Source: an optimization exercise on an open RTL-to-GDS flow (aim: small area). Production flows keep margins and buffers that such runs may drop.
Function was checked by simulation only, so behaviour that the tests miss may differ from the original.
No driver is modelled on the clock port, so clocking that relies on it looks cheaper here than on a real chip.
Power figures rest on the tool's default switching activity, not on a simulated workload.

--- design/flow/constraint.sdc ---
create_clock -name core_clock -period 6.7 [get_ports {clk}]
set_input_delay 1.3400 -clock core_clock [delete_from_list [all_inputs] [get_ports {clk}]]
set_output_delay 1.3400 -clock core_clock [all_outputs]
set_load 0.01 [all_outputs]
--- design/flow/config.mk ---
export PLATFORM = sky130hd
export DESIGN_NAME = top
export DESIGN_NICKNAME = top
export VERILOG_FILES = /design/flow/design.v
export SDC_FILE = /design/flow/constraint.sdc
export NUM_CORES = 4
export LEC_CHECK = 0
export CAP_MARGIN = 20
export CORE_MARGIN = 2
export CORE_UTILIZATION = 70
export PLACE_DENSITY = 0.8
export SLEW_MARGIN = 20
--- design/flow/flow/pre_cts.tcl ---
# PRE_CTS hook: build the clock tree by hand (the clock port drives three
# clkbuf_16, each driving an equal share of the flip-flops) and have TritonCTS skip
# those nets, so it adds no further levels or dummy loads.
source [file join [file dirname [info script]] clk.tcl]
manual_clock_tree 3 sky130_fd_sc_hd__clkbuf_16
set_cts_config -skip_nets {clk clknet_leaf_0 clknet_leaf_1 clknet_leaf_2}
--- design/flow/design.v ---
`timescale 1ns / 1ps
module vgaf(
    input  clk148,
    input  rst_n,            
    input  BTNU,
    output h_sync,
    output v_sync,
    output [3:0] red,
    output [3:0] green,
    output [3:0] blue,
    output reg point_scored
);
    function [11:0] inc12;
        input [11:0] x; input cin;
        integer i; reg c;
        begin
            c = cin;
            for (i = 0; i < 12; i = i + 1) begin
                inc12[i] = x[i] ^ c;
                c = c & x[i];
            end
        end
    endfunction
    function [11:0] add12;
        input [11:0] a; input [11:0] b; input cin;
        integer i; reg c;
        begin
            c = cin;
            for (i = 0; i < 12; i = i + 1) begin
                add12[i] = a[i] ^ b[i] ^ c;
                c = (a[i] & b[i]) | (c & (a[i] ^ b[i]));
            end
        end
    endfunction
    reg [11:0] h_count;      
    reg [10:0] v_count;      
    reg [5:0]  grav_hi;      
    reg [10:0] bird_n;       
    reg [8:0]  wall_n;       
    reg        hole_hi;      
    reg [7:0]  wall_cnt;     
    reg [3:0]  jump;         
    reg        prev_BTNU;
    reg        game_over;
    wire h_end = ((h_count[11] & h_count[7] & h_count[4] & h_count[2] & h_count[1] & h_count[0]));
    wire v_end = ((v_count[10] & v_count[6] & v_count[5] & v_count[2]));
    wire v_wrap = h_end & v_end;
    wire [11:0] h_inc = inc12(h_count, 1'b1);
    wire [11:0] v_inc = inc12({1'b0, v_count}, h_end);
    always @(posedge clk148 or posedge rst_n) begin
        if (rst_n) begin
            h_count <= 0;
            v_count <= 0;
        end else begin
            h_count <= h_inc & ~{h_end, 3'b0, h_end, 2'b0, h_end, h_end, 3'b0};          
            v_count <= v_inc[10:0] & ~{v_wrap, 3'b0, v_wrap, v_wrap, 2'b0, v_wrap, 1'b0, v_wrap};  
        end
    end
    wire h_sync_w = ((h_count[11] & ~h_count[7] & ~h_count[6] & ~h_count[5] & ~h_count[4] & ~h_count[3] & ~h_count[2]) | (h_count[10] & h_count[9] & h_count[8] & h_count[7] & h_count[6] & h_count[4] & h_count[3]) | (h_count[10] & h_count[9] & h_count[8] & h_count[7] & h_count[6] & h_count[5]));
    wire v_sync_w = ((v_count[10] & v_count[6] & ~v_count[5] & ~v_count[4] & ~v_count[3] & ~v_count[2] & ~v_count[1] & ~v_count[0]) | (v_count[10] & v_count[5] & v_count[4] & v_count[3] & v_count[2]));
    assign h_sync = h_sync_w;    
    assign v_sync = v_sync_w;    
    wire jumping = jump[3] | jump[2];
    wire rising = jumping & ~(&jump);            
    wire [11:0] j_inc = inc12({8'd0, jump}, 1'b1);
    always @(posedge clk148 or posedge rst_n) begin
        if (rst_n) begin
            prev_BTNU <= 0;
            jump <= 0;
        end else begin
            prev_BTNU <= BTNU;
            if (jumping)
                jump <= j_inc[3:0];
            else if (BTNU && !prev_BTNU)
                jump <= 4'd4;
        end
    end
    wire [11:0] g_inc = inc12({6'd0, grav_hi}, &h_count[2:0]);
    always @(posedge clk148 or posedge rst_n) begin
        if (rst_n)
            grav_hi <= 0;
        else
            grav_hi <= g_inc[5:0];
    end
    wire grav = (grav_hi == 6'd15) && (h_count[2:0] == 3'd5);    
    wire rise_ok = ~((~bird_n[10] & ~bird_n[9] & bird_n[4]) | (~bird_n[10] & ~bird_n[9] & bird_n[3] & bird_n[2] & bird_n[1] & bird_n[0]));
    wire fall_ok = ~((~bird_n[10] & bird_n[7] & ~bird_n[5] & ~bird_n[2]) | (~bird_n[10] & bird_n[9] & ~bird_n[5] & ~bird_n[1] & ~bird_n[0]));
    wire cy_ge20 = ((~bird_n[4] & ~bird_n[3] & ~bird_n[2] & ~bird_n[1] & ~bird_n[0]) | (bird_n[10]) | (bird_n[7]));
    wire up   = rising & rise_ok;
    wire down = ~jumping & grav & fall_ok;
    wire [11:0] bn_next = add12({1'b0, bird_n}, {1'b0, {9{down}}, up | down, up}, 1'b0);   
    always @(posedge clk148 or posedge rst_n) begin
        if (rst_n)
            bird_n <= 11'd1798;      
        else
            bird_n <= bn_next[10:0];
    end
    localparam [7:0] W_START = 8'b00000100;
    localparam [7:0] W_LAST  = 8'b00001010;
    localparam [7:0] W_MASK  = 8'b11110101;
    wire w_last = ((wall_cnt ^ W_LAST) & W_MASK) == 8'd0;
    wire w_fb = wall_cnt[2] ^ wall_cnt[7];
    always @(posedge clk148 or posedge rst_n) begin
        if (rst_n)
            wall_cnt <= W_START;
        else
            wall_cnt <= {wall_cnt[6:4], wall_cnt[3] & ~w_last, wall_cnt[2:0], w_fb};
    end
    wire wall_zero = ((~wall_n[8] & ~wall_n[7] & ~wall_n[6] & ~wall_n[5]));
    wire hit_x = ~((~wall_n[8]) | (~wall_n[7]) | (~wall_n[6]) | (~wall_n[5] & ~wall_n[4] & ~wall_n[3]) | (wall_n[5] & wall_n[3]) | (wall_n[5] & wall_n[4]) | (~wall_n[4] & wall_n[3] & ~wall_n[2] & ~wall_n[1] & ~wall_n[0]));
    wire wrap = w_last & wall_zero;
    wire [11:0] n_inc = inc12({3'd0, wall_n}, w_last);
    always @(posedge clk148 or posedge rst_n) begin
        if (rst_n) begin
            wall_n <= 9'd32;         
            hole_hi <= 0;
        end else begin
            wall_n <= {n_inc[8:6], n_inc[5] | wrap, n_inc[4:1], n_inc[0] & ~wrap};    
            hole_hi <= hole_hi ^ wrap;
        end
    end
    always @(posedge clk148 or posedge rst_n) begin
        if (rst_n)
            point_scored <= 0;
        else
            point_scored <= wrap & ~game_over;
    end
    wire out_hole0 = ((bird_n[9] & bird_n[8]) | (bird_n[10] & ~bird_n[9] & ~bird_n[8]) | (bird_n[8] & ~bird_n[7]) | (bird_n[8] & ~bird_n[6]) | (~bird_n[8] & bird_n[7] & bird_n[6] & bird_n[5]) | (bird_n[8] & ~bird_n[5] & ~bird_n[4]) | (~bird_n[8] & bird_n[7] & bird_n[6] & bird_n[4] & bird_n[3]) | (~bird_n[8] & bird_n[7] & bird_n[6] & bird_n[4] & bird_n[2] & bird_n[1]) | (~bird_n[10] & ~bird_n[4] & ~bird_n[3] & ~bird_n[2] & ~bird_n[1] & ~bird_n[0]) | (~bird_n[8] & bird_n[7] & bird_n[6] & bird_n[4] & bird_n[2] & bird_n[0]));
    wire out_hole1 = ((bird_n[10] & ~bird_n[9] & ~bird_n[8]) | (bird_n[9] & bird_n[8]) | (~bird_n[8] & bird_n[7]) | (bird_n[9] & bird_n[5]) | (~bird_n[8] & bird_n[6]) | (bird_n[9] & bird_n[4]) | (bird_n[8] & ~bird_n[7] & ~bird_n[6] & ~bird_n[5] & ~bird_n[4] & ~bird_n[3]) | (bird_n[9] & bird_n[3] & bird_n[2] & bird_n[1]) | (bird_n[9] & bird_n[3] & bird_n[2] & bird_n[0]) | (~bird_n[10] & ~bird_n[4] & ~bird_n[3] & ~bird_n[2] & ~bird_n[1] & ~bird_n[0]));
    wire out_hole = hole_hi ? out_hole1 : out_hole0;
    always @(posedge clk148 or posedge rst_n) begin
        if (rst_n)
            game_over <= 0;
        else
            game_over <= game_over | (hit_x & out_hole);
    end
    wire vis_h = ~((h_count[11]) | (h_count[10] & h_count[9] & h_count[8] & h_count[7]));
    wire vis_v = ~((v_count[10] & v_count[5] & v_count[4] & v_count[3]) | (v_count[10] & v_count[6]));
    wire visible = vis_h & vis_v;
    wire [11:0] f12 = add12({6'd0, v_count[5:0]}, {6'd0, bird_n[5:0]}, 1'b0);
    wire [5:0] f = f12[5:0];
    wire [4:0] fa = v_count[10:6], fb = bird_n[10:6];
    wire f_hi31 = &(fa ^ fb);
    wire f_hi0 = ~(fa[0] ^ fb[0]) & ((fa[4:1] ^ fb[4:1]) == (fa[3:0] | fb[3:0]));
    wire f_hi_zero = f12[6] ? f_hi31 : f_hi0;
    wire bird_h = ~((~h_count[7]) | (~h_count[6] & ~h_count[5]) | (h_count[6] & h_count[5]) | (h_count[8]) | (h_count[9]) | (h_count[10]) | (~h_count[6] & ~h_count[4]) | (h_count[5] & ~h_count[3] & ~h_count[2]) | (h_count[6] & h_count[4] & h_count[3] & h_count[2]));
    wire beak_h = ~((~h_count[4]) | (~h_count[3] & ~h_count[2] & ~h_count[1]) | (~h_count[6]));
    wire bird_v = f_hi_zero & (~f[5] | (~f[4] & ~f[3]));
    wire beak_v = (~f[4] & f[3] & f[2] & f[1] & f[0]) | (f[4] & ~f[3]) | (f[4] & ~f[2] & ~f[1] & ~f[0]);    
    wire bird = cy_ge20 & bird_v & bird_h;
    wire beak = beak_v & beak_h;
    wire [11:0] s12 = add12({7'd0, h_count[6:2]}, {7'd0, wall_n[4:0]}, 1'b0);
    wire [4:0] s = s12[4:0];
    wire [3:0] sa = h_count[10:7], sb = wall_n[8:5];
    wire s_hi15 = &(sa ^ sb);
    wire s_hi0 = ~(sa[0] ^ sb[0]) & ((sa[3:1] ^ sb[3:1]) == (sa[2:0] | sb[2:0]));
    wire s_hi_zero = s12[5] ? s_hi15 : s_hi0;
    wire wall_v0 = ~((~v_count[9] & v_count[8] & v_count[5] & v_count[3] & v_count[2]) | (~v_count[9] & v_count[8] & v_count[5] & v_count[4]) | (~v_count[9] & v_count[8] & v_count[6]) | (~v_count[9] & v_count[8] & v_count[7]) | (v_count[9] & ~v_count[8] & ~v_count[7] & ~v_count[6]) | (v_count[9] & ~v_count[8] & ~v_count[7] & ~v_count[5] & ~v_count[4]) | (v_count[9] & ~v_count[8] & ~v_count[7] & ~v_count[5] & ~v_count[3]) | (v_count[9] & ~v_count[8] & ~v_count[7] & ~v_count[5] & ~v_count[2] & ~v_count[1] & ~v_count[0]));
    wire wall_v1 = ~((~v_count[9] & v_count[8] & v_count[7] & v_count[6] & v_count[5] & v_count[4] & v_count[2]) | (~v_count[9] & v_count[8] & v_count[7] & v_count[6] & v_count[5] & v_count[4] & v_count[3]) | (v_count[9] & ~v_count[8]) | (v_count[9] & ~v_count[7] & ~v_count[6] & ~v_count[5]) | (v_count[9] & ~v_count[7] & ~v_count[6] & ~v_count[4] & ~v_count[3] & ~v_count[2] & ~v_count[1] & ~v_count[0]));
    wire wall_h = s_hi_zero & (~s[4] | (~s[3] & ~s[2]));
    wire wall_v = hole_hi ? wall_v1 : wall_v0;
    wire wall = wall_h & wall_v;
    wire live = visible & ~game_over;
    wire px_wall = live & wall;
    wire px_bird = live & bird;
    wire px_body = px_bird & ~beak;
    assign red   = {4{visible & (game_over | bird)}};
    assign green = {px_wall | px_bird, {3{px_wall | px_body}}};
    assign blue  = {4{px_wall}};
endmodule
`timescale 1ns / 1ps
module score(
    input clk148,
    input rst_n,             
    input point,
    output [3:0] an,
    output [6:0] seg
);
    reg [3:0] ones, tens;
    reg [16:0] refresh;      
    reg digit_sel;
    wire [3:0] digit = digit_sel ? tens : ones;
    wire ones_t0 = ~(1'b0);
    wire ones_t1 = ((~ones[3] & ones[0]));
    wire ones_t2 = ((ones[1] & ones[0]));
    wire ones_t3 = ((ones[3] & ones[0]) | (ones[2] & ones[1] & ones[0]));
    wire ones_9 = ((ones[3] & ones[0]));
    wire tens_t0 = ~(1'b0);
    wire tens_t1 = ((~tens[3] & tens[0]));
    wire tens_t2 = ((tens[1] & tens[0]));
    wire tens_t3 = ((tens[3] & tens[0]) | (tens[2] & tens[1] & tens[0]));
    wire tens_9 = ((tens[3] & tens[0]));
    wire seg_0 = ((~digit[3] & ~digit[2] & ~digit[1] & digit[0]) | (digit[2] & ~digit[1] & ~digit[0]));
    wire seg_1 = ((digit[2] & ~digit[1] & digit[0]) | (digit[2] & digit[1] & ~digit[0]));
    wire seg_2 = ((~digit[2] & digit[1] & ~digit[0]));
    wire seg_3 = ((~digit[3] & ~digit[2] & ~digit[1] & digit[0]) | (digit[2] & ~digit[1] & ~digit[0]) | (digit[2] & digit[1] & digit[0]));
    wire seg_4 = ((digit[0]) | (digit[2] & ~digit[1]));
    wire seg_5 = ((~digit[3] & ~digit[2] & digit[0]) | (~digit[2] & digit[1]) | (digit[1] & digit[0]));
    wire seg_6 = ((~digit[3] & ~digit[2] & ~digit[1]) | (digit[2] & digit[1] & digit[0]));
    wire sat = tens_9 & ones_9;                  
    wire inc_ones = point & ~sat;
    wire inc_tens = inc_ones & ones_9;
    always @(posedge clk148 or posedge rst_n) begin
        if (rst_n) begin
            ones <= 4'd0;
            tens <= 4'd0;
        end else begin
            ones <= ones ^ ({4{inc_ones}} & {ones_t3, ones_t2, ones_t1, ones_t0});
            tens <= tens ^ ({4{inc_tens}} & {tens_t3, tens_t2, tens_t1, tens_t0});
        end
    end
    localparam [16:0] R_START = 17'b01100100110110001;
    localparam [16:0] R_LAST  = 17'b10110010011011010;
    localparam [16:0] R_MASK  = 17'b11110011111111011;
    wire r_last = ((refresh ^ R_LAST) & R_MASK) == 17'd0;
    wire r_fb = refresh[11] ^ refresh[16];
    always @(posedge clk148 or posedge rst_n) begin
        if (rst_n) begin
            refresh <= R_START;
            digit_sel <= 0;
        end else begin
            refresh <= {refresh[15:2], refresh[1] & ~r_last, refresh[0], r_fb};
            digit_sel <= digit_sel ^ r_last;
        end
    end
    assign an = {2'b11, ~digit_sel, digit_sel};
    assign seg = {seg_6, seg_5, seg_4, seg_3, seg_2, seg_1, seg_0};
endmodule
`timescale 1ns / 1ps
module top(
    input  clk,
    input  rst_n,
    input  BTNU,
    output h_sync,
    output v_sync,
    output wire [3:0] red,
    output wire [3:0] green,
    output wire [3:0] blue,
    output [3:0] an,
    output [6:0] seg
);
    wire point_scored;
    vgaf vga_inst (
        .clk148(clk),
        .rst_n(rst_n),
        .BTNU(BTNU),
        .h_sync(h_sync),
        .v_sync(v_sync),
        .red(red),
        .green(green),
        .blue(blue),
        .point_scored(point_scored)
    );
    score scor_inst (
        .clk148(clk),
        .rst_n(rst_n),
        .point(point_scored),
        .an(an),
        .seg(seg)
    );
endmodule
--- design/flow/flow/run.sh ---
#!/bin/bash
# Own layout flow: the standard flow (standard.sh) with three changes:
#  - synthesis maps the logic with an area-oriented ABC script (abc_area.script)
#    and extracts only full adders (no half adders) before it; everything else
#    in synthesis, registers included, is the standard flow's own;
#  - the ports get the smallest buffer (buf_1);
#  - the clock tree is built by pre_cts.tcl (three clkbuf_16 fed by the port).
set -euo pipefail
F="$PWD/flow"
cat > "$F/my_synth.tcl" <<EOT
proc abc {args} {
  set i [lsearch \$args -script]
  if {\$i >= 0} { lset args [expr {\$i + 1}] $F/abc_area.script }
  yosys abc {*}\$args
}
proc extract_fa {args} { yosys extract_fa -fa }
source $PWD/synth_recipe.tcl
EOT
export BUFFER_PORTS_ARGS="-buffer_cell sky130_fd_sc_hd__buf_1"
export PRE_CTS_TCL="$F/pre_cts.tcl"
bash standard.sh SYNTH_SCRIPT="$F/my_synth.tcl" finish > standard.log 2>&1
--- design/flow/standard.sh ---
#!/bin/bash
# synth_recipe.tcl (not shown) runs the flow's synth.tcl, then flattens the netlist and writes it again
# the make line also repeats each setting of config.mk as NAME=value (left out here)
make -C /OpenROAD-flow-scripts/flow DESIGN_CONFIG=/design/flow/config.mk WORK_HOME=/design/flow/orfs CLKGATE_MAP_FILE= SYNTH_SCRIPT=/design/flow/synth_recipe.tcl "${@:-finish}"
--- design/flow/flow/abc_area.script ---
&get -n
&st
&syn2
&dch -f
&nf -a -R 1000
&put
mfs2
&get -n
&st
&syn2
&dch -f
&nf -a -R 1000
&put
mfs2
&get -n
&st
&dch -f
&nf -a -R 1000
&put
topo
--- design/flow/flow/clk.tcl ---
# Hand-built clock tree: the clock port drives NB leaf clock buffers, each
# driving an equal share of the flip-flops, split by recursive bisection of
# their placed locations; each buffer is placed at the centre of its share.
proc clk_split { sinks k } {
  if {$k == 1} { return [list $sinks] }
  set xs {}; set ys {}
  foreach s $sinks { lappend xs [lindex $s 1]; lappend ys [lindex $s 2] }
  set xs [lsort -real $xs]; set ys [lsort -real $ys]
  set axis [expr {([lindex $xs end] - [lindex $xs 0]) >= ([lindex $ys end] - [lindex $ys 0]) ? 1 : 2}]
  set sorted [lsort -real -index $axis $sinks]
  set k1 [expr {$k / 2}]
  set n1 [expr {int(round([llength $sinks] * double($k1) / $k))}]
  return [concat [clk_split [lrange $sorted 0 [expr {$n1 - 1}]] $k1] \
                 [clk_split [lrange $sorted $n1 end] [expr {$k - $k1}]]]
}

proc manual_clock_tree { nb bufname } {
  set block [ord::get_db_block]
  set clknet [$block findNet clk]
  set master [[ord::get_db] findMaster $bufname]
  set sinks {}
  foreach it [$clknet getITerms] {
    set b [[$it getInst] getBBox]
    lappend sinks [list $it [expr {([$b xMin] + [$b xMax]) / 2.0}] [expr {([$b yMin] + [$b yMax]) / 2.0}]]
  }
  set k 0
  foreach group [clk_split $sinks $nb] {
    set buf [odb::dbInst_create $block $master clkbuf_leaf_$k]
    set net [odb::dbNet_create $block clknet_leaf_$k]
    $net setSigType CLOCK
    [$buf findITerm A] connect $clknet
    [$buf findITerm X] connect $net
    set sx 0; set sy 0
    foreach s $group {
      set it [lindex $s 0]; $it disconnect; $it connect $net
      set sx [expr {$sx + [lindex $s 1]}]; set sy [expr {$sy + [lindex $s 2]}]
    }
    set m [llength $group]
    $buf setLocation [expr {int($sx / $m)}] [expr {int($sy / $m)}]
    $buf setPlacementStatus PLACED
    incr k
  }
}
==> impl_metrics.ini, run 1 <==
[timing]
clock.fmax_ghz = 0.178
hold_viol = 0
period_minus_slack_ps = 5610
finalCritPeriodShare_pct = 83.8
drv_slew = 0
rsz0062_at_grt = false
tns_ps = 0
relSlewSlack_pct = 47.8
hold_slack_ps = 361
tightest_slew_ps = 783
fin_skew_ps = 13.0
setup_violations = 0

[die]
core-area_um2 = 6280
chipHeight_um = 84.2
fp.dieW_um = 84.2
pin_count = 28
row_count = 29
start_util_pct = 71.7
dieArea_um2 = 7090

[drt]
wl_met3_um = 214
wl_met2_mm = 3.75
top_layer = met4
drt-total-wl_mm = 7.92
first_pass_iters = 4
wl_met1_mm = 3.87
vias = 3081
drt_iter0_markers = 228
via_per_inst = 6.02
drc = 0
routedWlPerCell_um = 15.5
ant_nets = 0

[synthesis]
ys.flop_type = dfrtp_1
synth_area_um2 = 4500
syn_avg_cell_area_um2 = 10.6
yosys_register_bits = 91
synth_common_cells = dfrtp_1, nor2_1, nand2_1, xnor2_1, o21ai_0
async_reset_ff_share_pct = 100
ys_warn_count = 2
synth_top_area_share_pct = 42.2
seq_area_frac_synth_pct = 51.0
yosys.cell_count.top_type = dfrtp_1
syn_inst = 423
synth_edf_count = 0
yosysTopAreaCell = dfrtp_1
synth_cell_type_count = 47
synth_area_leaders = dfrtp_1, dfstp_2, fa_1

[worst_setup_path]
worstPathArrival_ps = 4270
cp.required_ps = 5360
end_kind = output port
cp_max_fo = 3
worstSetupPathType = reg2out
cp-start-kind = flip-flop

[layout]
multi_input_area_um2 = 2000
fill_cells = 471
regArea_um2 = 2300
postLayoutCoreUtil_pct = 74.2
syn_to_final_growth_pct = 3.39
drive_above_1_share_pct = 5.06
antennaDiodeCount = 0
fin_nets = 457

[global_routing]
grt_max_degree = 92
grt_pass1_wl_mm = 13.9
grt.total_usage_pct = 23.2
grt_overflow = 0
grt_pass1_vias = 2894
grt_antenna_before_repair = 0

[clock_tree]
clk_latency_ps = 180
cts_hold_buf = 0
clk_pin_slew_ps = 110
post_cts_buffers = 0
post_cts_resized = 0

[placed_design]
hpwl_mm = 5.73
gp_congestion = 0.867
numPortBuffers = 25

[pwr]
powerDensity_nw_per_um2 = 234
peakVddDrop_mv = 0.254
leakage_nw = 2.02

[job]
drv_cap = 0

[min_path]
hp-class = reg2reg

[run_status]
status = timing/DRC/antenna clean
[area by class of cell]
type                       instances  share of cell area [%]
timing repair buffer              27                    2.42
buffer                             3                    1.61
multi-input combinational        293                    42.9
inverter                          21                    1.72
tap                               77                    2.07
sequential                        91                    49.3
[worst max-delay path, stage by stage, from the launching register on]
cell	delay, ps
dfstp_2	560
clkinv_1	130
fa_1	440
fa_1	460
fa_1	420
clkinv_1	70
fa_1	200
fa_1	400
o21ai_0	110
nand4_1	140
nor4_1	350
nand2_1	110
o21ai_0	510
buf_1	210
[where the power goes]
group          total [W]  switching [W]  leakage, nW  internal [W]
Combinational   0.000215       0.000123        0.830     0.0000917
Sequential      0.000659      0.0000646         1.15      0.000595
Clock           0.000216       0.000133       0.0370     0.0000834
Total            0.00109       0.000321         2.02      0.000770
[layout by cell type (no fill, tap or decap), types with 2 or more instances in the layout]
cell type  instances
mux2i_1            3
o21a_1             3
and3_1             9
a41oi_1            2
dfrtp_1           76
o22ai_1            2
a211oi_1           4
nor2b_1            4
and2_0             3
nand4_1            7
nor2_1            42
a21oi_1           21
a31oi_1            7
xor2_1            18
conb_1             2
nor4_1             7
dfstp_2           15
and4_1             2
o31ai_1            5
clkbuf_16          3
nand3_1            9
clkinv_1          20
nand4b_1           5
a21o_1             2
o21bai_1           2
xnor2_1           23
nand3b_1           2
nand2b_1           4
fa_1              17
buf_1             25
nand2_1           31
o21ai_0           22
nor3_1            18
o2111ai_1          2
[routing by layer]
metal | track usage, % | up-vias
met5 | 0 | -
met4 | 2.79 | 0
met3 | 0.885 | 8
met2 | 35.8 | 59
met1 | 38.9 | 1526
li1 | - | 1488
[sequential cells by signal, indices dropped and copies added (netlist names)]
register and count:
vga_inst.wall_n 9, vga_inst.v_count 11, scor_inst.refresh 17, vga_inst.hole_hi 1
scor_inst.digit_sel 1, vga_inst.jump 4, vga_inst.h_count 12, scor_inst.tens 4
vga_inst.game_over 1, vga_inst.wall_cnt 8, vga_inst.point_scored 1, vga_inst.grav_hi 6
scor_inst.ones 4, vga_inst.bird_n 11, vga_inst.prev_BTNU 1
[cell families after synthesis]
| group | Yosys count | share of synthesized area [%] |
|---|---|---|
| adders and majority gates | 17 | 7.56 |
| other | 1 | 0.0833 |
| xor gates and xnor gates | 41 | 7.97 |
| DFF | 91 | 51.0 |
| AOI/OAI and AO/OA | 79 | 10.8 |
| and+or+nand+nor | 150 | 16.8 |
| muxes | 4 | 0.917 |
| buffers and inverters | 40 | 4.92 |
[path summary, 6_finish.rpt]
kind	from	endpoint	slack, ps	depth (start not counted)
max in group asynchronous	rst_n	scor_inst.ones[0]	4830	3
worst max-delay path	vga_inst.bird_n[1]	green[2]	1090	13
worst min register to register	vga_inst.wall_cnt[1]	vga_inst.wall_cnt[2]	360	0
worst max register to register	vga_inst.bird_n[0]	vga_inst.bird_n[10]	1390	18
worst min-delay path	vga_inst.wall_cnt[1]	vga_inst.wall_cnt[2]	360	0
min in group asynchronous	rst_n	vga_inst.v_count[4]	1360	3
[through the flow]
stage	instance area, um^2	worst slack (ps)	total power [W]	std cells
3_3_place_gp	4580	1480	0.000866	509
5_1_grt	4660	878	0.00116	512
6_report	4660	1090	0.00109	512
4_1_cts	4650	1330	0.00105	512
2_1_floorplan	4510	1540	0.000822	424
3_5_place_dp	4580	1340	0.000882	509
==> run 2: changes to the inputs <==
--- a/design/flow/design.v
+++ b/design/flow/design.v
@@ -50,8 +50,8 @@
     always @(posedge clk148 or posedge rst_n) begin
         if (rst_n) begin
-            h_count <= 0;
+            h_count <= 12'd0;
             v_count <= 0;
         end else begin
-            h_count <= h_inc & ~{h_end, 3'b0, h_end, 2'b0, h_end, h_end, 3'b0};          
+            h_count <= (h_inc & ~{h_end, 1'b0, 1'b0, 1'b0, h_end, 1'b0, 1'b0, h_end, h_end, 1'b0, 1'b0, 1'b0}) | {1'b0, 1'b0, 1'b0, 1'b0, 1'b0, 1'b0, 1'b0, 1'b0, 1'b0, 1'b0, 1'b0, 1'b0};
             v_count <= v_inc[10:0] & ~{v_wrap, 3'b0, v_wrap, v_wrap, 2'b0, v_wrap, 1'b0, v_wrap};  
         end
@@ -59,6 +59,6 @@
     wire h_sync_w = ((h_count[11] & ~h_count[7] & ~h_count[6] & ~h_count[5] & ~h_count[4] & ~h_count[3] & ~h_count[2]) | (h_count[10] & h_count[9] & h_count[8] & h_count[7] & h_count[6] & h_count[4] & h_count[3]) | (h_count[10] & h_count[9] & h_count[8] & h_count[7] & h_count[6] & h_count[5]));
     wire v_sync_w = ((v_count[10] & v_count[6] & ~v_count[5] & ~v_count[4] & ~v_count[3] & ~v_count[2] & ~v_count[1] & ~v_count[0]) | (v_count[10] & v_count[5] & v_count[4] & v_count[3] & v_count[2]));
-    assign h_sync = h_sync_w;    
-    assign v_sync = v_sync_w;    
+    assign h_sync = h_sync_w;
+    assign v_sync = v_sync_w;
     wire jumping = jump[3] | jump[2];
     wire rising = jumping & ~(&jump);            
@@ -116,5 +116,5 @@
             hole_hi <= 0;
         end else begin
-            wall_n <= {n_inc[8:6], n_inc[5] | wrap, n_inc[4:1], n_inc[0] & ~wrap};    
+            wall_n <= (n_inc[8:0] & ~{1'b0, 1'b0, 1'b0, 1'b0, 1'b0, 1'b0, 1'b0, 1'b0, wrap}) | {1'b0, 1'b0, 1'b0, wrap, 1'b0, 1'b0, 1'b0, 1'b0, 1'b0};    
             hole_hi <= hole_hi ^ wrap;
         end
@@ -126,7 +126,6 @@
             point_scored <= wrap & ~game_over;
     end
-    wire out_hole0 = ((bird_n[9] & bird_n[8]) | (bird_n[10] & ~bird_n[9] & ~bird_n[8]) | (bird_n[8] & ~bird_n[7]) | (bird_n[8] & ~bird_n[6]) | (~bird_n[8] & bird_n[7] & bird_n[6] & bird_n[5]) | (bird_n[8] & ~bird_n[5] & ~bird_n[4]) | (~bird_n[8] & bird_n[7] & bird_n[6] & bird_n[4] & bird_n[3]) | (~bird_n[8] & bird_n[7] & bird_n[6] & bird_n[4] & bird_n[2] & bird_n[1]) | (~bird_n[10] & ~bird_n[4] & ~bird_n[3] & ~bird_n[2] & ~bird_n[1] & ~bird_n[0]) | (~bird_n[8] & bird_n[7] & bird_n[6] & bird_n[4] & bird_n[2] & bird_n[0]));
-    wire out_hole1 = ((bird_n[10] & ~bird_n[9] & ~bird_n[8]) | (bird_n[9] & bird_n[8]) | (~bird_n[8] & bird_n[7]) | (bird_n[9] & bird_n[5]) | (~bird_n[8] & bird_n[6]) | (bird_n[9] & bird_n[4]) | (bird_n[8] & ~bird_n[7] & ~bird_n[6] & ~bird_n[5] & ~bird_n[4] & ~bird_n[3]) | (bird_n[9] & bird_n[3] & bird_n[2] & bird_n[1]) | (bird_n[9] & bird_n[3] & bird_n[2] & bird_n[0]) | (~bird_n[10] & ~bird_n[4] & ~bird_n[3] & ~bird_n[2] & ~bird_n[1] & ~bird_n[0]));
-    wire out_hole = hole_hi ? out_hole1 : out_hole0;
+    wire [11:0] oh_x = {hole_hi, bird_n};
+    wire out_hole = ((oh_x[9] & oh_x[8]) | (oh_x[10] & ~oh_x[9] & ~oh_x[8]) | (oh_x[11] & ~oh_x[8] & oh_x[7]) | (~oh_x[11] & oh_x[8] & ~oh_x[7]) | (oh_x[11] & ~oh_x[8] & oh_x[6]) | (~oh_x[11] & oh_x[8] & ~oh_x[6]) | (oh_x[11] & ~oh_x[8] & oh_x[5]) | (~oh_x[8] & oh_x[7] & oh_x[6] & oh_x[5]) | (oh_x[11] & oh_x[9] & oh_x[4]) | (~oh_x[11] & oh_x[8] & ~oh_x[5] & ~oh_x[4]) | (~oh_x[8] & oh_x[7] & oh_x[6] & oh_x[4] & oh_x[3]) | (oh_x[8] & ~oh_x[7] & ~oh_x[6] & ~oh_x[5] & ~oh_x[4] & ~oh_x[3]) | (oh_x[11] & oh_x[9] & oh_x[3] & oh_x[2] & oh_x[1]) | (~oh_x[8] & oh_x[7] & oh_x[6] & oh_x[4] & oh_x[2] & oh_x[1]) | (~oh_x[10] & ~oh_x[4] & ~oh_x[3] & ~oh_x[2] & ~oh_x[1] & ~oh_x[0]) | (oh_x[11] & oh_x[9] & oh_x[3] & oh_x[2] & oh_x[0]) | (~oh_x[8] & oh_x[7] & oh_x[6] & oh_x[4] & oh_x[2] & oh_x[0]));
     always @(posedge clk148 or posedge rst_n) begin
         if (rst_n)
@@ -156,8 +155,7 @@
     wire s_hi0 = ~(sa[0] ^ sb[0]) & ((sa[3:1] ^ sb[3:1]) == (sa[2:0] | sb[2:0]));
     wire s_hi_zero = s12[5] ? s_hi15 : s_hi0;
-    wire wall_v0 = ~((~v_count[9] & v_count[8] & v_count[5] & v_count[3] & v_count[2]) | (~v_count[9] & v_count[8] & v_count[5] & v_count[4]) | (~v_count[9] & v_count[8] & v_count[6]) | (~v_count[9] & v_count[8] & v_count[7]) | (v_count[9] & ~v_count[8] & ~v_count[7] & ~v_count[6]) | (v_count[9] & ~v_count[8] & ~v_count[7] & ~v_count[5] & ~v_count[4]) | (v_count[9] & ~v_count[8] & ~v_count[7] & ~v_count[5] & ~v_count[3]) | (v_count[9] & ~v_count[8] & ~v_count[7] & ~v_count[5] & ~v_count[2] & ~v_count[1] & ~v_count[0]));
-    wire wall_v1 = ~((~v_count[9] & v_count[8] & v_count[7] & v_count[6] & v_count[5] & v_count[4] & v_count[2]) | (~v_count[9] & v_count[8] & v_count[7] & v_count[6] & v_count[5] & v_count[4] & v_count[3]) | (v_count[9] & ~v_count[8]) | (v_count[9] & ~v_count[7] & ~v_count[6] & ~v_count[5]) | (v_count[9] & ~v_count[7] & ~v_count[6] & ~v_count[4] & ~v_count[3] & ~v_count[2] & ~v_count[1] & ~v_count[0]));
     wire wall_h = s_hi_zero & (~s[4] | (~s[3] & ~s[2]));
-    wire wall_v = hole_hi ? wall_v1 : wall_v0;
+    wire [11:0] wv_x = {hole_hi, v_count};
+    wire wall_v = ~((~wv_x[11] & ~wv_x[9] & wv_x[8] & wv_x[5] & wv_x[3] & wv_x[2]) | (~wv_x[11] & ~wv_x[9] & wv_x[8] & wv_x[5] & wv_x[4]) | (~wv_x[11] & ~wv_x[9] & wv_x[8] & wv_x[6]) | (~wv_x[11] & ~wv_x[9] & wv_x[8] & wv_x[7]) | (~wv_x[9] & wv_x[8] & wv_x[7] & wv_x[6] & wv_x[5] & wv_x[4] & wv_x[2]) | (~wv_x[9] & wv_x[8] & wv_x[7] & wv_x[6] & wv_x[5] & wv_x[4] & wv_x[3]) | (wv_x[9] & ~wv_x[8] & ~wv_x[7] & ~wv_x[6]) | (wv_x[9] & ~wv_x[8] & ~wv_x[7] & ~wv_x[5] & ~wv_x[4]) | (wv_x[9] & ~wv_x[8] & ~wv_x[7] & ~wv_x[5] & ~wv_x[3]) | (wv_x[9] & ~wv_x[8] & ~wv_x[7] & ~wv_x[5] & ~wv_x[2] & ~wv_x[1] & ~wv_x[0]) | (wv_x[11] & wv_x[9] & ~wv_x[8]) | (wv_x[11] & wv_x[9] & ~wv_x[7] & ~wv_x[6] & ~wv_x[5]) | (wv_x[11] & wv_x[9] & ~wv_x[7] & ~wv_x[6] & ~wv_x[4] & ~wv_x[3] & ~wv_x[2] & ~wv_x[1] & ~wv_x[0]));
     wire wall = wall_h & wall_v;
     wire live = visible & ~game_over;
==> design/flow/flow/my_synth.tcl (new file) <==
proc abc {args} {
  set i [lsearch $args -script]
  if {$i >= 0} { lset args [expr {$i + 1}] /design/flow/flow/abc_area.script }
  yosys abc {*}$args
}
proc extract_fa {args} { yosys extract_fa -fa }
source /design/flow/synth_recipe.tcl
--- a/design/flow/config.mk
+++ b/design/flow/config.mk
@@ -8,5 +8,5 @@
 export CAP_MARGIN = 20
 export CORE_MARGIN = 2
-export CORE_UTILIZATION = 70
-export PLACE_DENSITY = 0.8
+export CORE_UTILIZATION = 85
+export PLACE_DENSITY = 0.9
 export SLEW_MARGIN = 20
==> impl_metrics.ini, run 2 <==
[run_status]
status = timing/DRC/antenna clean

[synthesis]
async_reset_ff_share_pct = 100
synth_area_leaders = dfrtp_1, dfstp_2, fa_1
seq_area_frac_synth_pct = 51.2
synth_compound_area_share_pct = 10.4
synth_area_um2 = 4480
synth_common_cells = dfrtp_1, nor2_1, nand2_1, a21oi_1, clkinv_1
synth_simple_gate_area_share_pct = 16.8
syn_avg_cell_area_um2 = 10.6
synth_edf_count = 0
muxShareOfSynthArea_pct = 1.14
yosys.cell_count.top_type = dfrtp_1
synth_xor_area_share_pct = 7.62
syn_inst = 425
ys.flop_type = dfrtp_1
synth-adder-area-share_pct = 7.59
yosysTopAreaCell = dfrtp_1
synth_top_family_by_area = simple AND/OR/NAND/NOR gates
yosys_register_bits = 91
synth_cell_type_count = 47
synth_top_area_share_pct = 42.4
ys_warn_count = 2

[worst_setup_path]
crit_top_cell = fa_1
cp_slowest_cell = dfstp_2
cp_max_fo = 4
worstPathArrival_ps = 4060
worstSetupPathType = reg2out
worst_path_largest_cell_delay_ps = 580
crit_buf_inv = 3
cp-start-kind = flip-flop
critical_path.cell_chain = clkinv_1, fa_1, fa_1, fa_1, clkinv_1, fa_1, fa_1, o21ai_0, a21oi_1, a21oi_1, nor4_1, a21o_1, o31a_1, buf_1
end_kind = output port
cp_top_family = adder cells
cp.required_ps = 5360

[drt]
via_per_inst = 6.67
routedWlPerCell_um = 19.5
drt-total-wl_mm = 9.89
ant_nets = 0
vias = 3388
first_pass_iters = 6
drc = 0
drt_iter0_markers = 386

[timing]
drv_slew = 0
fin_skew_ps = 8.52
relSlewSlack_pct = 37.8
tightest_slew_ps = 924
tns_ps = 0
rsz0062_at_grt = false
period_minus_slack_ps = 5400
setup_slack_ps = 1300
finalCritPeriodShare_pct = 80.7
setup_violations = 0
hold_viol = 0
clock.fmax_ghz = 0.185

[layout]
syn_to_final_growth_pct = 3.38
drive_above_1_share_pct = 5.25
final_common_cell = dfrtp_1
design_area_um2 = 4640
largest_registers = scor_inst.refresh (17), vga_inst.h_count (12)
regMostFlops = scor_inst.refresh
fin_nets = 460
mostFrequentLayoutCells = dfrtp_1, nor2_1, nand2_1
largest_reg_flops = 17
antennaDiodeCount = 0

[die]
fp.dieW_um = 76.6
pin_count = 28
core-area_um2 = 5110
start_util_pct = 87.8
row_count = 26
chipHeight_um = 76.6
dieArea_um2 = 5870

[placed_design]
gp_congestion = 0.845
hpwl_mm = 7.28
post_dp_cell_area_um2 = 4560
numPortBuffers = 25
post-place-ws_ps = 1370

[min_path]
hp-class = reg2reg

[global_routing]
grt_antenna_before_repair = 0
grt.total_usage_pct = 35.9
grt_overflow = 0
grt_max_degree = 92
grt_pass1_wl_mm = 16.8
grt_pass1_vias = 3394

[clock_tree]
post_cts_resized = 0
cts_hold_buf = 0
post_cts_buffers = 0
clk_latency_ps = 170
clk_pin_slew_ps = 110

[pwr]
leakage_nw = 2.05
powerDensity_nw_per_um2 = 180
peakVddDrop_mv = 0.208

[job]
drv_cap = 0
[run 2: changes by cell type after synthesis, sizes merged, moves of 3 or more]
| cell | previous run | this run |
|---|---|---|
| nand3 | 9 | 13 |
| xnor2 | 23 | 19 |
| a21oi | 21 | 24 |
| and3 | 9 | 12 |
| nor3 | 18 | 15 |
[run 2: final cells by class]
class,count,area [um^2]
Sequential cell,91,2300
Multi-Input combinational cell,293,1970
Fill cell,223,472
Timing Repair Buffer,28,120
Inverter,23,87.6
Tap cell,70,87.6
Buffer,3,75.1
[run 2: through the flow]
stage	power [W]	utilization, %	cells	hold slack (ps)
after floorplan	0.000619	-	426	331
after global placement	0.000627	89.2	505	333
after detailed placement	0.000632	89.2	505	359
after CTS	0.000796	90.7	508	341
after global routing	0.000860	90.8	508	378
final	0.000834	90.8	508	365
[run 2: power by group]
group / switching (W) / internal [W]
clock: 0.000128 / 0.0000831
sequential: 0.0000109 / 0.000563
combinational: 0.0000326 / 0.0000161
[run 2: path summary, 6_finish.rpt]
path | start | end | slack, ps | cells after the start
worst max register to register | vga_inst.bird_n[0] | vga_inst.bird_n[10] | 1320 | 18
max in group asynchronous | rst_n | vga_inst.prev_BTNU | 4820 | 3
min in group asynchronous | rst_n | vga_inst.wall_n[2] | 1370 | 3
worst min register to register | scor_inst.refresh[2] | scor_inst.refresh[3] | 360 | 0
worst max-delay path | vga_inst.bird_n[1] | green[0] | 1300 | 14
worst min-delay path | scor_inst.refresh[2] | scor_inst.refresh[3] | 360 | 0
[run 2: kinds of logic (layout without fill, tap and decap cells)]
| kind of cell | after synthesis | after routing |
|---|---|---|
| buf+inv | 42 | 54 |
| flops | 91 | 91 |
| xor+xnor | 39 | 39 |
| fa+ha+maj | 17 | 17 |
| compound gates | 77 | 77 |
| mux | 5 | 5 |
| simple gates | 153 | 153 |
| other cells | 1 | 2 |
[run 2: metal layers]
layer / global-route usage (%) / part of all wire, % / wire length (um)
met1: 48.4 / 38 / 3760
met2: 61.9 / 51 / 5040
met3: 3.79 / 7.0 / 692
met4: 13.1 / 4.1 / 403
met5: 0 / 0 / 0
==> run 3: changes to the inputs <==
--- a/design/flow/flow/pre_cts.tcl
+++ b/design/flow/flow/pre_cts.tcl
@@ -3,4 +3,4 @@
 # those nets, so it adds no further levels or dummy loads.
 source [file join [file dirname [info script]] clk.tcl]
-manual_clock_tree 3 sky130_fd_sc_hd__clkbuf_16
+manual_clock_tree 3 sky130_fd_sc_hd__buf_12
 set_cts_config -skip_nets {clk clknet_leaf_0 clknet_leaf_1 clknet_leaf_2}
--- a/design/flow/config.mk
+++ b/design/flow/config.mk
@@ -8,5 +8,5 @@
 export CAP_MARGIN = 20
 export CORE_MARGIN = 2
-export CORE_UTILIZATION = 85
-export PLACE_DENSITY = 0.9
+export CORE_UTILIZATION = 70
+export PLACE_DENSITY = 0.8
 export SLEW_MARGIN = 20
==> impl_metrics.ini, run 3 <==
[run_status]
status = timing/DRC/antenna clean

[worst_setup_path]
worst_path_largest_cell_delay_ps = 580
ff2ff_setup_slack_ps = 1510
worstSetupPathType = reg2out
critical_path.cell_chain = clkinv_1, fa_1, fa_1, fa_1, clkinv_1, fa_1, fa_1, o21ai_0, nand4_1, nor4_1, a21o_1, o31a_1, buf_1
reg2reg_from = vga_inst.bird_n[9]
cp_slowest_cell = dfstp_2
ff2ff_path_depth = 17
end_kind = output port
worstPathArrival_ps = 3990
cp-start-kind = flip-flop
cp.required_ps = 5360
cp_max_fo = 4
crit_top_cell = fa_1
rr_endpoint = vga_inst.bird_n[10]

[pwr]
leakage_nw = 2.04
powerDensity_nw_per_um2 = 177
peakVddDrop_mv = 0.211

[placed_design]
gp_congestion = 0.852
hpwl_mm = 5.81
post_dp_cell_area_um2 = 4560
numPortBuffers = 25

[layout]
mostFrequentLayoutCells = dfrtp_1, nor2_1, nand2_1
fin_nets = 459
largest_reg_flops = 17
final_common_cell = dfrtp_1
largest_registers = scor_inst.refresh (17), vga_inst.h_count (12)
regMostFlops = scor_inst.refresh
antennaDiodeCount = 0
syn_to_final_growth_pct = 2.99
design_area_um2 = 4620
drive_above_1_share_pct = 5.03

[die]
pin_count = 28
chipHeight_um = 84.0
row_count = 29
dieArea_um2 = 7060
start_util_pct = 71.4
core-area_um2 = 6280
fp.dieW_um = 84.0

[synthesis]
yosysTopAreaCell = dfrtp_1
seq_area_frac_synth_pct = 51.2
synth_compound_area_share_pct = 10.4
synth_top_family_by_area = simple AND/OR/NAND/NOR gates
muxShareOfSynthArea_pct = 1.14
synth_simple_gate_area_share_pct = 16.8
ys.flop_type = dfrtp_1
synth_common_cells = dfrtp_1, nor2_1, nand2_1, a21oi_1, clkinv_1
synth_area_leaders = dfrtp_1, dfstp_2, fa_1
async_reset_ff_share_pct = 100
syn_inst = 425
syn_avg_cell_area_um2 = 10.6
synth_edf_count = 0
synth-adder-area-share_pct = 7.59
yosys_register_bits = 91
synth_area_um2 = 4480
yosys.cell_count.top_type = dfrtp_1
synth_top_area_share_pct = 42.4
synth_cell_type_count = 47
ys_warn_count = 2
synth_xor_area_share_pct = 7.62

[clock_tree]
post_cts_resized = 0
cts_hold_buf = 0
clk_latency_ps = 140
clk_pin_slew_ps = 110
post_cts_buffers = 0

[timing]
relSlewSlack_pct = 27.8
tns_ps = 0
tightest_slew_ps = 1070
hold_viol = 0
fin_skew_ps = 11.6
finalCritPeriodShare_pct = 79.6
setup_violations = 0
clock.fmax_ghz = 0.187
period_minus_slack_ps = 5330
drv_slew = 0
rsz0062_at_grt = false

[drt]
ant_nets = 0
drt_iter0_markers = 177
via_per_inst = 5.92
routedWlPerCell_um = 15.2
drt-total-wl_mm = 7.84
vias = 3045
drc = 0
first_pass_iters = 4

[global_routing]
grt_antenna_before_repair = 0
grt_pass1_vias = 2930
grt.total_usage_pct = 23.2
grt_max_degree = 62
grt_overflow = 0
grt_pass1_wl_mm = 13.7

[job]
drv_cap = 0

[min_path]
hp-class = reg2reg
hold_depth = 0
hp-start = scor_inst.refresh[12]
holdPathEnd = scor_inst.refresh[13]
==> run 3: cell count changes in the layout (fill, tap and decap cells not counted), sizes merged <==
| cell | delta |
|---|---|
| clkbuf | -3 |
| buf | +2 |
==> run 3: where the power goes <==
group           total, W  switching [W]  internal (W)
registers       0.000573      0.0000105      0.000563
logic          0.0000449      0.0000290     0.0000159
clock network   0.000201       0.000128     0.0000732
total           0.000820       0.000168      0.000652
==> run 3: area by class of cell <==
type,count,area (um^2)
plain buffers,3,60.1
fillers,449,1660
inverters,23,87.6
multi-input cells,293,1970
flip-flops and latches,91,2300
well taps,77,96.3
repair buffers,27,109
==> run 3: cells by family after synthesis <==
family / count (synthesis)
other: 1
adder cells (fa/ha/maj): 17
XOR/XNOR: 39
flip-flops: 91
buffers and inverters: 42
AO/OA/AOI/OAI: 77
multiplexers: 5
AND/OR/NAND/NOR: 153
==> run 3: critical path, delay by kind of cell (launching register included) <==
family / cells / cell delay, ps
AOI/OAI and AO/OA: 3 / 470
adders and majority gates: 5 / 1940
buffers and inverters: 3 / 380
DFF: 1 / 580
and+or+nand+nor: 2 / 490
==> run 3: how the worst max path moves through the flow <==
stage	end	startpoint	slack, ps
6_report	green[2]	vga_inst.bird_n[1]	1370
5_1_grt	green[2]	vga_inst.bird_n[1]	1090
4_1_cts	vga_inst.bird_n[10]	vga_inst.bird_n[9]	1480
3_5_place_dp	vga_inst.bird_n[10]	vga_inst.bird_n[9]	1520
3_3_place_gp	green[0]	vga_inst.bird_n[1]	1530
2_1_floorplan	vga_inst.bird_n[10]	vga_inst.bird_n[2]	1570
==> run 3: through the flow <==
stage	setup WS [ps]	utilization, %	power [W]	instances	hold WS, ps
finish	1370	73.6	0.000820	514	360
detailed placement	1520	72.6	0.000630	511	336
floorplan	1570	-	0.000619	426	331
global placement	1530	72.6	0.000628	511	334
global route	1090	73.6	0.000856	514	368
CTS	1480	73.6	0.000785	514	337
==> run 3: metal layers <==
| layer | GRT usage (%) | wire (um) | vias to the layer above |
|---|---|---|---|
| met5 | 0 | 0 | - |
| met4 | 4.40 | 187 | 0 |
| met3 | 1.19 | 231 | 12 |
| met2 | 39.0 | 3780 | 67 |
| met1 | 34.5 | 3640 | 1493 |
| li1 | - | - | 1473 |
==> run 4: changes to the inputs <==
--- a/design/flow/flow/pre_cts.tcl
+++ b/design/flow/flow/pre_cts.tcl
@@ -3,4 +3,4 @@
 # those nets, so it adds no further levels or dummy loads.
 source [file join [file dirname [info script]] clk.tcl]
-manual_clock_tree 3 sky130_fd_sc_hd__buf_12
+manual_clock_tree 3 sky130_fd_sc_hd__clkbuf_16
 set_cts_config -skip_nets {clk clknet_leaf_0 clknet_leaf_1 clknet_leaf_2}
removed: design/flow/flow/my_synth.tcl
==> impl_metrics.ini, run 4 <==
[run_status]
status = timing/DRC/antenna clean

[timing]
setup_violations = 0
relSlewSlack_pct = 26.6
tightest_slew_ps = 1090
fin_skew_ps = 10.5
hold_viol = 0
drv_slew = 0
finalCritPeriodShare_pct = 80.0
period_minus_slack_ps = 5360
rsz0062_at_grt = false
tns_ps = 0
clock.fmax_ghz = 0.187

[synthesis]
synth_edf_count = 0
synth_area_um2 = 4480
syn_avg_cell_area_um2 = 10.6
async_reset_ff_share_pct = 100
synth_area_leaders = dfrtp_1, dfstp_2, fa_1
yosys_register_bits = 91
synth_common_cells = dfrtp_1, nor2_1, nand2_1, a21oi_1, clkinv_1
seq_area_frac_synth_pct = 51.2
yosysTopAreaCell = dfrtp_1
synth_cell_type_count = 47
synth_top_area_share_pct = 42.4
syn_inst = 425
ys.flop_type = dfrtp_1
yosys.cell_count.top_type = dfrtp_1
ys_warn_count = 2

[pwr]
leakage_nw = 2.05
powerDensity_nw_per_um2 = 179
peakVddDrop_mv = 0.257

[drt]
first_pass_iters = 4
routedWlPerCell_um = 15.3
drc = 0
drt_iter0_markers = 173
via_per_inst = 5.89
drt-total-wl_mm = 7.88
ant_nets = 0
vias = 3030

[layout]
final_common_cell = dfrtp_1
antennaDiodeCount = 0
drive_above_1_share_pct = 5.03
layout.cells.non_filler = 514
multi_input_area_um2 = 1970
largest_reg_flops = 17
regMostFlops = scor_inst.refresh
fill_cells = 448
largest_registers = scor_inst.refresh (17), vga_inst.h_count (12)
regArea_um2 = 2300
mostFrequentLayoutCells = dfrtp_1, nor2_1, nand2_1
syn_to_final_growth_pct = 3.32
fin_nets = 459

[min_path]
hp-class = reg2reg
hp-start = scor_inst.refresh[12]
holdPathEnd = scor_inst.refresh[13]
hold_depth = 0

[clock_tree]
post_cts_resized = 0
post_cts_buffers = 0
clk_latency_ps = 170
cts_hold_buf = 0
clk_pin_slew_ps = 110

[worst_setup_path]
end_kind = output port
worstPathArrival_ps = 4020
critical_path.cell_chain = clkinv_1, fa_1, fa_1, fa_1, clkinv_1, fa_1, fa_1, o21ai_0, nand4_1, nor4_1, a21o_1, o31a_1, buf_1
cp.required_ps = 5360
ff2ff_path_depth = 17
reg2reg_from = vga_inst.bird_n[9]
worstSetupPathType = reg2out
rr_endpoint = vga_inst.bird_n[10]
cp_slowest_cell = dfstp_2
worst_path_largest_cell_delay_ps = 570
cp-start-kind = flip-flop
ff2ff_setup_slack_ps = 1500
cp_max_fo = 4
crit_top_cell = fa_1

[placed_design]
dp_cells = 511
gp_congestion = 0.852
numPortBuffers = 25
hpwl_mm = 5.81

[die]
start_util_pct = 71.4
pin_count = 28
dieArea_um2 = 7060
row_count = 29
core-area_um2 = 6280
fp.dieW_um = 84.0
chipHeight_um = 84.0

[job]
drv_cap = 0

[global_routing]
grt_pass1_wl_mm = 13.8
grt_overflow = 0
grt_pass1_vias = 2946
grt.total_usage_pct = 23.4
grt_antenna_before_repair = 0
grt_max_degree = 62
run 4: cell counts after synthesis:
Identical to the previous run, type by type.
run 4: power breakdown:
part           internal [W]  switching (W)   total, W
clock             0.0000832       0.000129   0.000212
sequential         0.000563      0.0000105   0.000573
combinational     0.0000159      0.0000290  0.0000449
total              0.000662       0.000169   0.000831
run 4: logic make-up (layout without fill, tap and decap cells):
kind of cell,Yosys count,count (layout),share of synthesized area [%]
AOI/OAI and AO/OA,77,77,10.4
xor gates and xnor gates,39,39,7.62
adders and majority gates,17,17,7.59
buffers and inverters,42,53,5.11
DFF,91,91,51.2
muxes,5,5,1.14
other,1,2,0.0836
and+or+nand+nor,153,153,16.8
run 4: worst max path at each step:
stage                             startpoint                   to  slack [ps]  depth (start not counted)
after floorplan           vga_inst.bird_n[2]  vga_inst.bird_n[10]        1570                         17
after global placement    vga_inst.bird_n[1]             green[0]        1530                         13
after detailed placement  vga_inst.bird_n[9]  vga_inst.bird_n[10]        1520                         17
after CTS                 vga_inst.bird_n[9]  vga_inst.bird_n[10]        1480                         17
after global routing      vga_inst.bird_n[1]             green[2]        1070                         14
final                     vga_inst.bird_n[1]             green[2]        1340                         13
run 4: metal layers:
layer	global-route usage [%]	share of wire [%]	wire (um)	vias to the layer above
li1	-	-	-	1475
met2	39.0	48	3790	58
met3	1.19	2.9	232	13
met1	34.5	47	3670	1484
met5	0	0	0	-
met4	5.28	2.4	191	0
run 4: area by class of cell:
cell class | instances | area share (%)
inverters | 23 | 1.89
repair buffers | 27 | 2.35
multi-input cells | 293 | 42.5
well taps | 77 | 2.08
flip-flops and latches | 91 | 49.6
plain buffers | 3 | 1.62
run 4: worst max-delay path: cells and delay by family, from the launching register on:
family,cells,cell delay (ps)
fa+ha+maj,5,1940
buf+inv,3,380
flops,1,570
compound gates,3,470
simple gates,2,500
run 4: through the flow:
step | setup slack (ps) | area [um^2] | utilization (%) | power, W | hold WS [ps]
after CTS | 1480 | 4630 | 73.8 | 0.000794 | 337
after global routing | 1070 | 4630 | 73.8 | 0.000867 | 367
final | 1340 | 4630 | 73.8 | 0.000831 | 360
after detailed placement | 1520 | 4560 | 72.6 | 0.000630 | 336
after global placement | 1530 | 4560 | 72.6 | 0.000628 | 334
after floorplan | 1570 | 4490 | - | 0.000619 | 331
==> run 5: changes to the inputs <==
--- a/design/flow/flow/run.sh
+++ b/design/flow/flow/run.sh
@@ -5,5 +5,5 @@
 #    in synthesis, registers included, is the standard flow's own;
 #  - the ports get the smallest buffer (buf_1);
-#  - the clock tree is built by pre_cts.tcl (three clkbuf_16 fed by the port).
+#  - the clock tree is built by pre_cts.tcl (three buf_12 fed by the port).
 set -euo pipefail
 F="$PWD/flow"
==> design/flow/flow/pre_cts.tcl (replaced) <==
# PRE_CTS hook: build the clock tree by hand (the clock port drives three
# buf_12, each driving an equal share of the flip-flops) and have TritonCTS skip
# those nets, so it adds no further levels or dummy loads.
source [file join [file dirname [info script]] clk.tcl]
manual_clock_tree 3 sky130_fd_sc_hd__buf_12
set_cts_config -skip_nets {clk clknet_leaf_0 clknet_leaf_1 clknet_leaf_2}
==> impl_metrics.ini, run 5 <==
[layout]
mostFrequentLayoutCells = dfrtp_1, nor2_1, nand2_1
fin_nets = 459
antennaDiodeCount = 0
largest_registers = scor_inst.refresh (17), vga_inst.h_count (12)
drive_above_1_share_pct = 5.03
fill_cells = 449
largest_reg_flops = 17
final_common_cell = dfrtp_1
multi_input_area_um2 = 1970
syn_to_final_growth_pct = 2.99
regMostFlops = scor_inst.refresh
regArea_um2 = 2300

[global_routing]
grt_antenna_before_repair = 0
grt.total_usage_pct = 23.2
grt_pass1_vias = 2930
grt_overflow = 0
grt_max_degree = 62
grt_pass1_wl_mm = 13.7

[synthesis]
synth_area_leaders = dfrtp_1, dfstp_2, fa_1
seq_area_frac_synth_pct = 51.2
ys.flop_type = dfrtp_1
synth_top_area_share_pct = 42.4
yosys.cell_count.top_type = dfrtp_1
synth_edf_count = 0
ys_warn_count = 2
synth_common_cells = dfrtp_1, nor2_1, nand2_1, a21oi_1, clkinv_1
yosysTopAreaCell = dfrtp_1
yosys_register_bits = 91
async_reset_ff_share_pct = 100
synth_area_um2 = 4480
syn_avg_cell_area_um2 = 10.6
syn_inst = 425
synth_cell_type_count = 47

[pwr]
powerDensity_nw_per_um2 = 177
pwr-share-seq_pct = 69.9
leakage_nw = 2.04
combinationalPowerShare_pct = 5.5
peakVddDrop_mv = 0.211
power_switching_w = 0.000168
power.internal_w = 0.000652
swShare_pct = 20.5
power_frac_clock_pct = 24.6

[worst_setup_path]
ff2ff_setup_slack_ps = 1510
cp.required_ps = 5360
worstPathArrival_ps = 3990
cp-start-kind = flip-flop
cp_max_fo = 4
end_kind = output port
worstSetupPathType = reg2out

[timing]
drv_slew = 0
tightest_slew_ps = 1070
setup_violations = 0
hold_viol = 0
tns_ps = 0
hold_slack_ps = 360
period_minus_slack_ps = 5330
rsz0062_at_grt = false
fin_skew_ps = 11.6
relSlewSlack_pct = 27.8
finalCritPeriodShare_pct = 79.6
clock.fmax_ghz = 0.187

[drt]
ant_nets = 0
via_per_inst = 5.92
first_pass_iters = 4
vias = 3045
drt_iter0_markers = 177
drt-total-wl_mm = 7.84
drc = 0
routedWlPerCell_um = 15.2

[die]
dieArea_um2 = 7060
start_util_pct = 71.4
row_count = 29
fp.dieW_um = 84.0
chipHeight_um = 84.0
core-area_um2 = 6280
pin_count = 28

[min_path]
hp-class = reg2reg

[run_status]
status = timing/DRC/antenna clean

[job]
drv_cap = 0

[placed_design]
numPortBuffers = 25
gp_congestion = 0.852
hpwl_mm = 5.81

[clock_tree]
clk_pin_slew_ps = 110
cts_hold_buf = 0
clk_latency_ps = 140
post_cts_resized = 0
post_cts_buffers = 0
[run 5: final cells by class]
type | instances | share of cell area (%)
Buffer | 3 | 1.30
Tap cell | 77 | 2.09
Sequential cell | 91 | 49.7
Inverter | 23 | 1.90
Timing Repair Buffer | 27 | 2.36
Multi-Input combinational cell | 293 | 42.6
[run 5: final timing paths]
| path | depth (start not counted) | from | endpoint |
|---|---|---|---|
| max | 13 | vga_inst.bird_n[1] | green[2] |
| max in group asynchronous | 3 | rst_n | vga_inst.v_count[7] |
| min in group asynchronous | 2 | rst_n | scor_inst.refresh[13] |
| min reg2reg | 0 | scor_inst.refresh[12] | scor_inst.refresh[13] |
| min | 0 | scor_inst.refresh[12] | scor_inst.refresh[13] |
| max reg2reg | 17 | vga_inst.bird_n[9] | vga_inst.bird_n[10] |
[run 5: stage by stage]
| step | instances | area, um^2 | utilization (%) | setup WS (ps) | power, W |
|---|---|---|---|---|---|
| 3_5_place_dp | 511 | 4560 | 72.6 | 1520 | 0.000630 |
| 2_1_floorplan | 426 | 4490 | - | 1570 | 0.000619 |
| 5_1_grt | 514 | 4620 | 73.6 | 1090 | 0.000856 |
| 3_3_place_gp | 511 | 4560 | 72.6 | 1530 | 0.000628 |
| 4_1_cts | 514 | 4620 | 73.6 | 1480 | 0.000785 |
| 6_report | 514 | 4620 | 73.6 | 1370 | 0.000820 |
[run 5: power groups by stage]
stage / Combinational (W) / Clock (W) / Sequential [W]
floorplan: 0.0000376 / 0 / 0.000582
global placement: 0.0000448 / 0 / 0.000583
detailed placement: 0.0000464 / 0 / 0.000583
CTS: 0.0000463 / 0.000155 / 0.000584
global route: 0.0000532 / 0.000227 / 0.000576
finish: 0.0000449 / 0.000201 / 0.000573
[run 5: routing by layer]
metal	track usage, %	up-vias	wire length (um)
met3	1.19	12	231
met1	34.5	1493	3640
li1	-	1473	-
met5	0	-	0
met4	4.40	0	187
met2	39.0	67	3780
[run 5: logic make-up after synthesis]
| kind of cell | after synthesis | share of synthesized area [%] |
|---|---|---|
| simple gates | 153 | 16.8 |
| flops | 91 | 51.2 |
| compound gates | 77 | 10.4 |
| buf+inv | 42 | 5.11 |
| xor+xnor | 39 | 7.62 |
| fa+ha+maj | 17 | 7.59 |
| mux | 5 | 1.14 |
| other cells | 1 | 0.0836 |
[run 5: worst max-delay path: stages (launching register included)]
cell and delay (ps):
dfstp_2 580, clkinv_1 140, fa_1 450, fa_1 470
fa_1 440, clkinv_1 70, fa_1 190, fa_1 390
o21ai_0 90, nand4_1 120, nor4_1 370, a21o_1 190
o31a_1 190, buf_1 170

separate check: timing with driven ports:
How much do the figures lean on ideal ports? The routed layouts below were timed once more, with nothing changed but the port constraints.
Step 1 sets driving cells, clkbuf_16 on the clock port and buf_2 on the other inputs (assumed; they add their load-dependent delay and slew).
Step 2 also shifts input and output timing later by t, the mid clock arrival at the registers, as if the neighbouring blocks saw the same clock.
Slacks: ideal / step 1 / step 2; pairs: ideal / step 1.
run	shift t [ns]	setup WS [ns]	worst hold slack (ns)	worst setup path at the end	pins driven straight from the clock port
run 1	0.231	1.087 / 1.024 / 1.256	0.361 / 0.361 / 0.361	register to output	3
run 2	0.230	1.296 / 1.231 / 1.317	0.365 / 0.365 / 0.365	register to register	3
run 3	0.205	1.366 / 1.299 / 1.504	0.360 / 0.360 / 0.360	register to output	3
run 4	0.228	1.342 / 1.278 / 1.504	0.360 / 0.360 / 0.360	register to register	3
run 5	0.205	1.366 / 1.299 / 1.504	0.360 / 0.360 / 0.360	register to output	3
After both steps setup and hold are still met in every run listed.
